Source: an optimization exercise on an open RTL-to-GDS flow (aim: a short achievable clock period and few clock cycles). Production flows keep margins and buffers that such runs may drop. In this exercise RTL edits were held to simulation tests only and were not proved equivalent to the original. No activity file was given, so power comes from the tool's default toggle rates.

===== flow/run.sh =====
#!/bin/bash
# synth_recipe.tcl (not shown) runs the flow's synth.tcl, then flattens the netlist and writes it again
# the make line also repeats each setting of config.mk as NAME=value (left out here)
make -C /OpenROAD-flow-scripts/flow DESIGN_CONFIG=/design/flow/config.mk WORK_HOME=/design/flow/orfs CLKGATE_MAP_FILE= SYNTH_SCRIPT=/design/flow/synth_recipe.tcl finish

===== flow/config.mk =====
export PLATFORM = sky130hd
export DESIGN_NAME = cpu
export DESIGN_NICKNAME = cpu
export VERILOG_FILES = /design/flow/design.v
export SDC_FILE = /design/flow/constraint.sdc
export NUM_CORES = 4
export LEC_CHECK = 0
export CAP_MARGIN = 20
export CORE_MARGIN = 2
export CORE_UTILIZATION = 40
export SLEW_MARGIN = 20

===== flow/constraint.sdc =====
create_clock -name core_clock -period 6.0 [get_ports {clk}]
set_input_delay 1.2000 -clock core_clock [delete_from_list [all_inputs] [get_ports {clk}]]
set_output_delay 1.2000 -clock core_clock [all_outputs]
set_load 0.01 [all_outputs]

===== flow/design.v =====
module cpu(clk,reset,s,in,out,N,V,Z,w,mem_addr,mem_cmd);
	input clk, reset, s;
	input [15:0] in;
	output N, V, Z, w;
	output [1:0] mem_cmd;
	output [8:0] mem_addr;
	output [15:0] out;
	reg N, V, Z, w;
	reg [1:0] mem_cmd;
	reg [8:0] mem_addr;
	reg [15:0] out;
	reg [4:0] state;
	reg [15:0] instruction;
	reg [1:0] op;
	reg [2:0] opcode;
	reg [1:0] nsel,vsel;
	reg [1:0] shift;
	reg [2:0] readnum, writenum;
	reg [15:0] sximm8, sximm5;
	reg asel, bsel, csel;
	reg loada, loadb, loadc, loads, write;
	reg [8:0] PC,next_pc,data_address;
	reg addr_sel,load_pc,reset_pc,load_ir,load_addr;
	wire [2:0] Z_out;
	wire [15:0] C;
	always @(posedge clk) begin
		if(load_ir == 1)
			instruction <= in;
	end
	always @(*) begin
		opcode = instruction[15:13];
		op  = instruction[12:11];
		case(nsel)
			0: begin
				readnum = instruction[2:0];
				writenum = instruction[2:0];
			end
			1: begin
				readnum = instruction[7:5];
				writenum = instruction[7:5];
			end
			2: begin
				readnum = instruction[10:8];
				writenum = instruction[10:8];
			end
			default: begin
				readnum = instruction[10:8];
				writenum = instruction[10:8];
			end
		endcase
		if(instruction[7] == 0)
			sximm8 = {8'b00000000,instruction[7:0]};
		else
			sximm8 = {8'b11111111,instruction[7:0]};
		if(instruction[4] == 0)
			sximm5 = {11'b00000000000,instruction[4:0]};
		else
			sximm5 = {11'b11111111111,instruction[4:0]};
		if (opcode == 3'b100)
			shift = 2'b00;
		else		
			shift = instruction[4:3];
	end
	always @(posedge clk) begin
		if(reset == 1) begin
			state <= 5'b0;
			w <= 0;
			mem_cmd <= 2'd0;
			write <= 0;
			loada <= 0;
			loadb <= 0;
			loadc <= 0;
			loads <= 0;
			load_ir <= 0;
			load_addr <= 0;
			load_pc <= 0;
			reset_pc <= 0;
			addr_sel <= 0;
		end
		else begin
			case(state)
				5'd0: begin  
					reset_pc <= 1;
					load_pc <= 1;
					mem_cmd <= 2'd0;
					state <= 5'd1;  
				end
				5'd1: begin  
					write <= 0;
					loada <= 0;
					loadb <= 0;
					loadc <= 0;
					loads <= 0;
					load_ir <= 0;
					load_addr <=0;
					asel <= 0;
					bsel <= 0;
					vsel <= 0;
					nsel <= 0;
					reset_pc <= 0;
					load_pc <= 0;
					addr_sel <= 1;
					mem_cmd <= 2'd1;
					state <= 5'd2;  
				end
				5'd2: begin  
					load_ir <= 1;
					state <= 5'd3;  
				end
				5'd3: begin  
					addr_sel <= 0;
					mem_cmd <= 2'd0;
					load_ir <= 0;
					load_pc <= 1;
					state <= 5'd4;  
				end
				5'd4: begin  
					load_pc <= 0;
					if(s == 1) begin
						if(opcode == 3'b110) begin
							case(op)
								2'b00: state <= 5'd5;  
								2'b10: state <= 5'd8;  
							endcase
						end
						if(opcode == 3'b101) begin
							case(op)
								2'b00: state <= 5'd9;  
								2'b01: state <= 5'd13;  
								2'b10: state <= 5'd9;  
								2'b11: state <= 5'd10;  
							endcase
						end
						if(opcode == 3'b011)
							state <= 5'd16;  
						if(opcode == 3'b100)
							state <= 5'd16;  
						if(opcode == 3'b111) begin
							w <= 1;
							state <= 5'd24;  
						end
					end
				end
				5'd5: begin  
					nsel <= 2'd0;
					asel <= 1;
					loadb <= 1;
					state <= 5'd6;
				end  
				5'd6: begin
					loadb <= 0;
					loadc <= 1;
					state <= 5'd7;
				end  
				5'd7: begin
					loadc <= 0;
					vsel <= 2'd0;
					nsel <= 2'd1;
					write <= 1;
					state <= 5'd1;
				end  
				5'd8: begin  
					nsel <= 2'd2;
					vsel <= 2'd2;
					write <= 1;
					state <= 5'd1;
				end  
				5'd9: begin  
					nsel <= 2'd2;
					loada <= 1;
					state <= 5'd10;
				end  
				5'd10: begin  
					loada <= 0;
					loadb <= 1;
					nsel <= 2'd0;
					state <= 5'd11;
				end  
				5'd11: begin
					loadb <= 0;
					loadc <= 1;
					state <= 5'd12;
				end  
				5'd12: begin
					loadc <= 0;
					vsel <= 2'd0;
					nsel <= 2'd1;
					write <= 1;
					state <= 5'd1;
				end  
				5'd13: begin  
					nsel <= 2'd2;
					loada <= 1;
					state <= 5'd14;
				end  
				5'd14: begin
					nsel <= 2'd0;
					loada <= 0;
					loadb <= 1;
					state <= 5'd15;
				end  
				5'd15: begin
					loadb <= 0;
					loads <= 1;
					state <= 5'd1;
				end  
				5'd16: begin  
					nsel <= 2'd2;
					loada <= 1;
					state <= 5'd17;
				end  
				5'd17: begin
					loada <= 0;
					bsel <= 1;
					loadc <= 1;
					state <= 5'd18;
				end  
				5'd18: begin
					loadc <= 0;
					bsel <= 0;
					load_addr <= 1;
					if (opcode == 3'b011)
						state <= 5'd19;  
					if (opcode == 3'b100)
						state <= 5'd21;  
				end  
				5'd19: begin  
					load_addr <= 0;
					addr_sel <= 0;
					mem_cmd <= 2'd1;
					state <= 5'd20;
				end  
				5'd20: begin
					mem_cmd <= 2'd0;
					vsel <= 2'd3;
					nsel <= 2'd1;
					write <= 1;
					state <= 5'd1;
				end  
				5'd21: begin  
					load_addr <= 0;
					addr_sel <= 0;
					nsel <= 2'd1;
					loadb <= 1;
					state <= 5'd22;
				end  
				5'd22: begin
					nsel <= 2'd0;
					loadb <= 0;
					asel <= 1;
					loadc <= 1;
					state <= 5'd23;
				end  
				5'd23: begin
					asel <= 0;
					loadc <= 0;
					mem_cmd <= 2'd2;
					state <= 5'd1;
				end  
				5'd24: begin  
					state <= 5'd24;
				end
			endcase			
		end
	end
	datapath DP
		(
		.clk(clk),
		.readnum(readnum),
		.vsel(vsel),
		.loada(loada),
		.loadb(loadb),
		.shift(shift),
		.asel(asel),
		.bsel(bsel),
		.ALUop(op),
		.loadc(loadc),
		.loads(loads),
		.writenum(writenum),
		.write(write),
		.Z_out(Z_out),
		.sximm5(sximm5),
		.sximm8(sximm8),
		.PC(PC),
		.mdata(in),
		.C(C)
		);
	always @(*) begin
		out = C;
		Z = Z_out[0];
		N = Z_out[1];
		V = Z_out[2];
	end
	always @(*) begin
		if (reset_pc == 1)
			next_pc = 9'b0;
		else
			next_pc = PC + 9'b1;
	end
	always @(*) begin
		if (addr_sel == 1)
			mem_addr = PC;
		else
			mem_addr = data_address;
	end
	always @(posedge clk) begin
		if (load_pc == 1)
			PC <= next_pc;
	end
	always @(posedge clk) begin
		if (load_addr == 1)
			data_address <= out[8:0];
	end
endmodule
module datapath (clk,readnum,vsel,loada,loadb,shift,asel,bsel,ALUop,loadc,loads,writenum,write,Z_out,sximm5,sximm8,PC,mdata,C);
	input clk,loada,loadb,asel,bsel,loadc,loads,write;
	input [1:0] vsel,shift,ALUop;
	input [2:0] readnum,writenum;
	input [8:0] PC;
	input [15:0] sximm5,sximm8, mdata;
	output reg [2:0] Z_out;
	output reg [15:0] C;
	reg [15:0] data_in,A,B,Ain,Bin;
	wire [2:0] Z;
	wire [15:0] data_out,sout,out;
	always @(*) begin
		case(vsel)
			0: data_in = C;
			1: data_in = {7'b0, PC};
			2: data_in = sximm8;
			3: data_in = mdata;
		endcase
	end
	regfile REGFILE (.data_in(data_in),.writenum(writenum),.write(write),.readnum(readnum),.clk(clk),.data_out(data_out));
	always @(posedge clk) begin
		if(loada == 1)
			A <= data_out;
	end
	always @(*) begin
		if(asel == 1)
			Ain = 16'b0;
		else
			Ain = A;
	end
	always @(posedge clk) begin
		if(loadb == 1)
			B <= data_out;
	end
	shifter SHIFTER (.in(B),.shift(shift),.sout(sout));
	always @(*) begin
		if(bsel == 1)
			Bin = sximm5;
		else
			Bin = sout;
	end
	ALU alu(.Ain(Ain),.Bin(Bin),.ALUop(ALUop),.out(out),.Z(Z));
	always @(posedge clk) begin
		if(loads == 1)
			Z_out <= Z;
	end
	always @(posedge clk) begin
		if(loadc == 1) begin
			C <= out;
		end
	end
endmodule
module regfile(data_in,writenum,write,readnum,clk,data_out);
 input [15:0] data_in;
 input [2:0] writenum, readnum;
 input write, clk;
 output reg [15:0] data_out;
 reg [15:0] R0,R1,R2,R3,R4,R5,R6,R7;
always @(*) begin
	case(readnum)
		0: data_out = R0;
		1: data_out = R1;
		2: data_out = R2;
		3: data_out = R3;
		4: data_out = R4;
		5: data_out = R5;
		6: data_out = R6;
		7: data_out = R7;
	endcase
end
always @(posedge clk) begin
	if(write == 1) begin
		case(writenum)
			0: R0 <= data_in;
			1: R1 <= data_in;
			2: R2 <= data_in;
			3: R3 <= data_in;
			4: R4 <= data_in;
			5: R5 <= data_in;
			6: R6 <= data_in;
			7: R7 <= data_in;
		endcase
	end
end
endmodule
module shifter(in,shift,sout);
	input [15:0] in;
	input [1:0] shift;
	output [15:0] sout;
	reg [15:0] sout;
	reg temp;
	always @(*) begin
		temp = in[15];
		case(shift)
			0: sout = in;
			1: sout = in << 1;
			2: sout = in >> 1;
			3: begin
				sout = in >> 1;
				sout[15] = temp;
			end
		endcase
	end
endmodule
module ALU(Ain,Bin,ALUop,out,Z);
	input [15:0] Ain, Bin;
	input [1:0] ALUop;
	output [15:0] out;
	output [2:0] Z;
	reg [15:0] out;
	reg [2:0] Z;
	always @(*) begin
		case(ALUop)
			0: out = Ain + Bin;
			1: out = Ain - Bin;
			2: out = Ain & Bin;
			3: out = ~Bin;
		endcase
		if(out == 16'b0)
			Z[0] = 1'b1;
		else
			Z[0] = 1'b0;
		if(out[15] == 1)
			Z[1] = 1'b1;
		else
			Z[1] = 1'b0;
		if(Ain[15] == Bin[15] && Ain[15] != out[15])
			Z[2] = 1'b1;
		else
			Z[2] = 1'b0;
	end
endmodule

==> results by group <==
Outcome
  • Outcome: timing/DRC/antenna clean

Setup path
  • WS Path Type: reg2reg
  • Biggest cell delay along the critical path: 530 ps
  • Critical-path cell list: or3b_4, and2_4, clkinv_8, ha_1, or3b_2, o21ai_0, a21oi_1, nor3b_2, and3_4, nor2_1, xnor2_1, ha_1, a21o_1, a21oi_1, nand2_1, o2111ai_1, nand2_1, and3_4, a2111oi_4, mux2_4
  • Worst r2r src: instruction[14]
  • Crit-path slowest cell: or3b_4
  • Crit path launch: instruction[14]
  • Crit path launch type: flop
  • Crit path capture type: flop
  • FF-to-FF End: DP.Z_out[2]
  • Worst Reg-to-Reg Cells: 20
  • Crit-path max FO: 12
  • Worst EP required: 6300 ps
  • Reg2Reg Setup Slack: 490 ps
  • Crit path DAT: 5810 ps

Power and ir drop
  • Leakage Power: 4.681 nW
  • P_sw: 1.283 mW
  • Logic pwr share: 19.0%
  • Total Power: 4.493 mW
  • Max rail drop VDD: 234.4 uV
  • Switch share: 28.55%
  • Power Density: 324.6 nW/um2
  • Reg power frac: 44.7%
  • Clock network fraction of total power: 36.3%
  • Cell internal pwr: 3.210 mW

Clocking
  • Clk slew on worst S/H paths: 60 ps
  • CTS max path bufs: 3
  • Setup Buffers After CTS: 0
  • Cts repair resizes: 0
  • Clock sink count: 237
  • H-tree depth: 1
  • CTS buffer count: 27
  • CTS tree: built
  • Clock latency on the worst-skew pair: 550 ps
  • Root Buffer: clkbuf_16
  • Hold-fix buffers, CTS: 0

Finish
  • Most frequent cells in the layout: edfxtp_1, nand2_1, nor2_1, a21oi_1, o21ai_0
  • Synth-to-layout area growth: 15.34%
  • # diodes: 0
  • Final nets: 1124
  • Final core occ: 46.83%
  • Leading cell type in the layout, fill and taps excluded: edfxtp_1
  • Fraction of layout cells with a size suffix above 1: 11.00%

Synth
  • Syn_nets: 1079
  • Synth warn: 5
  • Ys flop type: edfxtp_1
  • #FFs+latches synth: 237
  • FFs w/ async S/R, synth: 0%
  • Synth top area share: 54.80%
  • Synth cell types: 72
  • Mapped Cells: 1037
  • Mapped Avg Cell Area: 11.57 um2
  • Mapped Area: 12000 um2
  • Cell taking the most area after synthesis: edfxtp_1
  • Post-synth EDFFs: 219
  • Synth area leaders: edfxtp_1, a21oi_1, mux4_2
  • Seq/Total Area, Yosys: 57.80%

Detailed routing
  • Via/cell ratio: 5.640
  • DR WL/cell: 21.19 um
  • DR pass1 iterations: 6
  • Via count: 8404
  • Drt drc: 0
  • Post-Route WL: 31580 um
  • DRT iter0 DRCs: 774
  • Routed Antenna Nets: 0

Timing
  • Final period util: 91.85%
  • Final Hold Violating Endpoints: 0
  • Max Clock Freq: 181.5 MHz
  • Tightest Pin Transition: 1023 ps
  • Setup TNS: 0 ps
  • Tmin final: 5511 ps
  • Slew Limit Fails: 0
  • Clock skew: 15.79 ps
  • Max_slew headroom: 31.10%
  • Final setup vio count: 0
  • Hold_ws: 495.2 ps
  • Final WS setup: 489.2 ps
  • RSZ-0062 raised after global routing: no

Hold path
  • Worst min path class: reg2reg
  • Hold Crit Depth: 2
  • Worst Hold Path EP: w
  • Hold Startpoint: w

Floorplan
  • Starting Density: 40.60%
  • Die area: 31410 um2
  • Die Ht: 177.2 um
  • Chip width: 177.2 um
  • Num rows: 63
  • Io pins: 50
  • Core ar.: 29560 um2

Placed design
  • DP Wirelength: 22280 um
  • Final Wtd Congestion: 0.8650
  • Dpl ws: 555.6 ps
  • IO buf count: 49

Global routing
  • Initial antenna violation count: 0
  • Largest net degree at the start of global routing: 40
  • First-pass GRT wire length: 48330 um
  • Vias in the first global route: 7912
  • Gr ovfl total: 0
  • GRT Resource Usage Total: 20.21%

Flow run
  • Max-cap violations: 0
## critical path: cells and delay by family, from the launching register on
kind                       cells  cell delay, ps
muxes                          1             330
DFF                            1             470
buffers and inverters          1              80
and+or+nand+nor                9            2220
xor gates and xnor gates       1             170
AOI/OAI and AO/OA              6            1420
adders and majority gates      2             550
## routing by layer
| layer | track usage [%] | routed length, um | part of all wire, % | up-vias |
|---|---|---|---|---|
| met5 | 0 | 0 | 0 | - |
| met4 | 4.614 | 631 | 2.0 | 0 |
| met3 | 3.136 | 1731 | 5.5 | 45 |
| met2 | 32.36 | 14870 | 47 | 237 |
| met1 | 28.95 | 14350 | 45 | 4130 |
| li1 | - | - | - | 3992 |
## kinds of logic (layout without fill, tap and decap cells)
group | after synthesis | after routing | synth area share [%]
AND/OR/NAND/NOR | 344 | 344 | 13.75
buffers and inverters | 82 | 145 | 2.804
XOR/XNOR | 32 | 32 | 2.335
flip-flops | 237 | 237 | 57.80
multiplexers | 52 | 52 | 6.391
adder cells (fa/ha/maj) | 23 | 23 | 2.460
AO/OA/AOI/OAI | 267 | 267 | 14.46
## layout make-up
cell class | instances | area [um2]
multi-input cells | 718 | 4765
inverters | 24 | 102.6
fillers | 2719 | 15720
well taps | 390 | 488.0
clock inverters | 18 | 188.9
flip-flops and latches | 237 | 6937
clock buffers | 29 | 683.2
repair buffers | 74 | 678.2
## through the flow
step,area (um2),instances
floorplan,12000,1037
global placement,12970,1443
detailed placement,12970,1443
CTS,13840,1490
global route,13840,1490
finish,13840,1490
## registers in the layout, summed over array words and instances, names as in the netlist, 3 cells and up
| signal | flops |
|---|---|
| DP.A | 16 |
| DP.REGFILE.R6 | 16 |
| DP.REGFILE.R4 | 16 |
| DP.REGFILE.R3 | 16 |
| DP.C | 16 |
| DP.REGFILE.R2 | 16 |
| data_address | 9 |
| DP.REGFILE.R7 | 16 |
| PC | 9 |
| DP.Z_out | 3 |
| DP.REGFILE.R5 | 16 |
| DP.REGFILE.R1 | 16 |
| instruction | 16 |
| DP.B | 16 |
| state | 5 |
| DP.REGFILE.R0 | 16 |
## Yosys cell counts (7+ instances only)
cell / count
a211oi_1: 7
a21oi_1: 84
a22oi_1: 8
a31oi_1: 14
and2_1: 10
clkbuf_1: 46
dfxtp_1: 18
edfxtp_1: 219
ha_1: 22
inv_1: 23
mux2_2: 13
mux2i_1: 20
mux4_2: 18
nand2_1: 107
nand2b_1: 14
nand3_1: 22
nor2_1: 95
nor2b_1: 39
nor3_1: 20
o211ai_1: 7
o21a_1: 11
o21ai_0: 61
o22ai_1: 8
xnor2_1: 25
xor2_1: 7
## power by group through the flow
stage               Clock (mW)  Sequential (mW)  Combinational [mW]
floorplan                    0             1.99               0.622
global placement             0             2.04               0.836
detailed placement           0             2.04               0.843
CTS                       1.66             2.01               0.848
global route              1.71             2.02               0.940
finish                    1.63             2.01               0.856
## worst max path at each step
| stage | end | slack [ps] | depth (start not counted) |
|---|---|---|---|
| finish | DP.Z_out[2] | 490 | 20 |
| CTS | DP.Z_out[2] | 510 | 20 |
| floorplan | DP.Z_out[2] | 960 | 24 |
| detailed placement | DP.Z_out[2] | 560 | 20 |
| global placement | DP.Z_out[2] | 650 | 20 |
| global route | DP.Z_out[2] | 80 | 21 |
Testbench counts, summed over its fixed seeds: cycles 45,025.

separate check: timing with driven ports:
How much do the figures lean on ideal ports? The routed layout below was timed once more, with nothing changed but the port constraints. Step 1 assumes that a clkbuf_16 drives the clock port and a buf_2 every other input. Step 2 times the ports against the registers' clock, not the clock port: input delays grow and output delays shrink by t, the midpoint of the rising clock arrivals with the driver on. Slacks: ideal / step 1 / step 2; pairs: ideal / step 1.
shift t [ns]: 0.596
setup slack, ns: 0.489 / 0.489 / 0.489
worst setup path at the end: register to register
cell pins on the clock port's net: 1
After both steps this run still meets setup and hold. For this run, drivers alone change the setup slack by 0.000 ns; drivers and shift together by 0.000 ns.
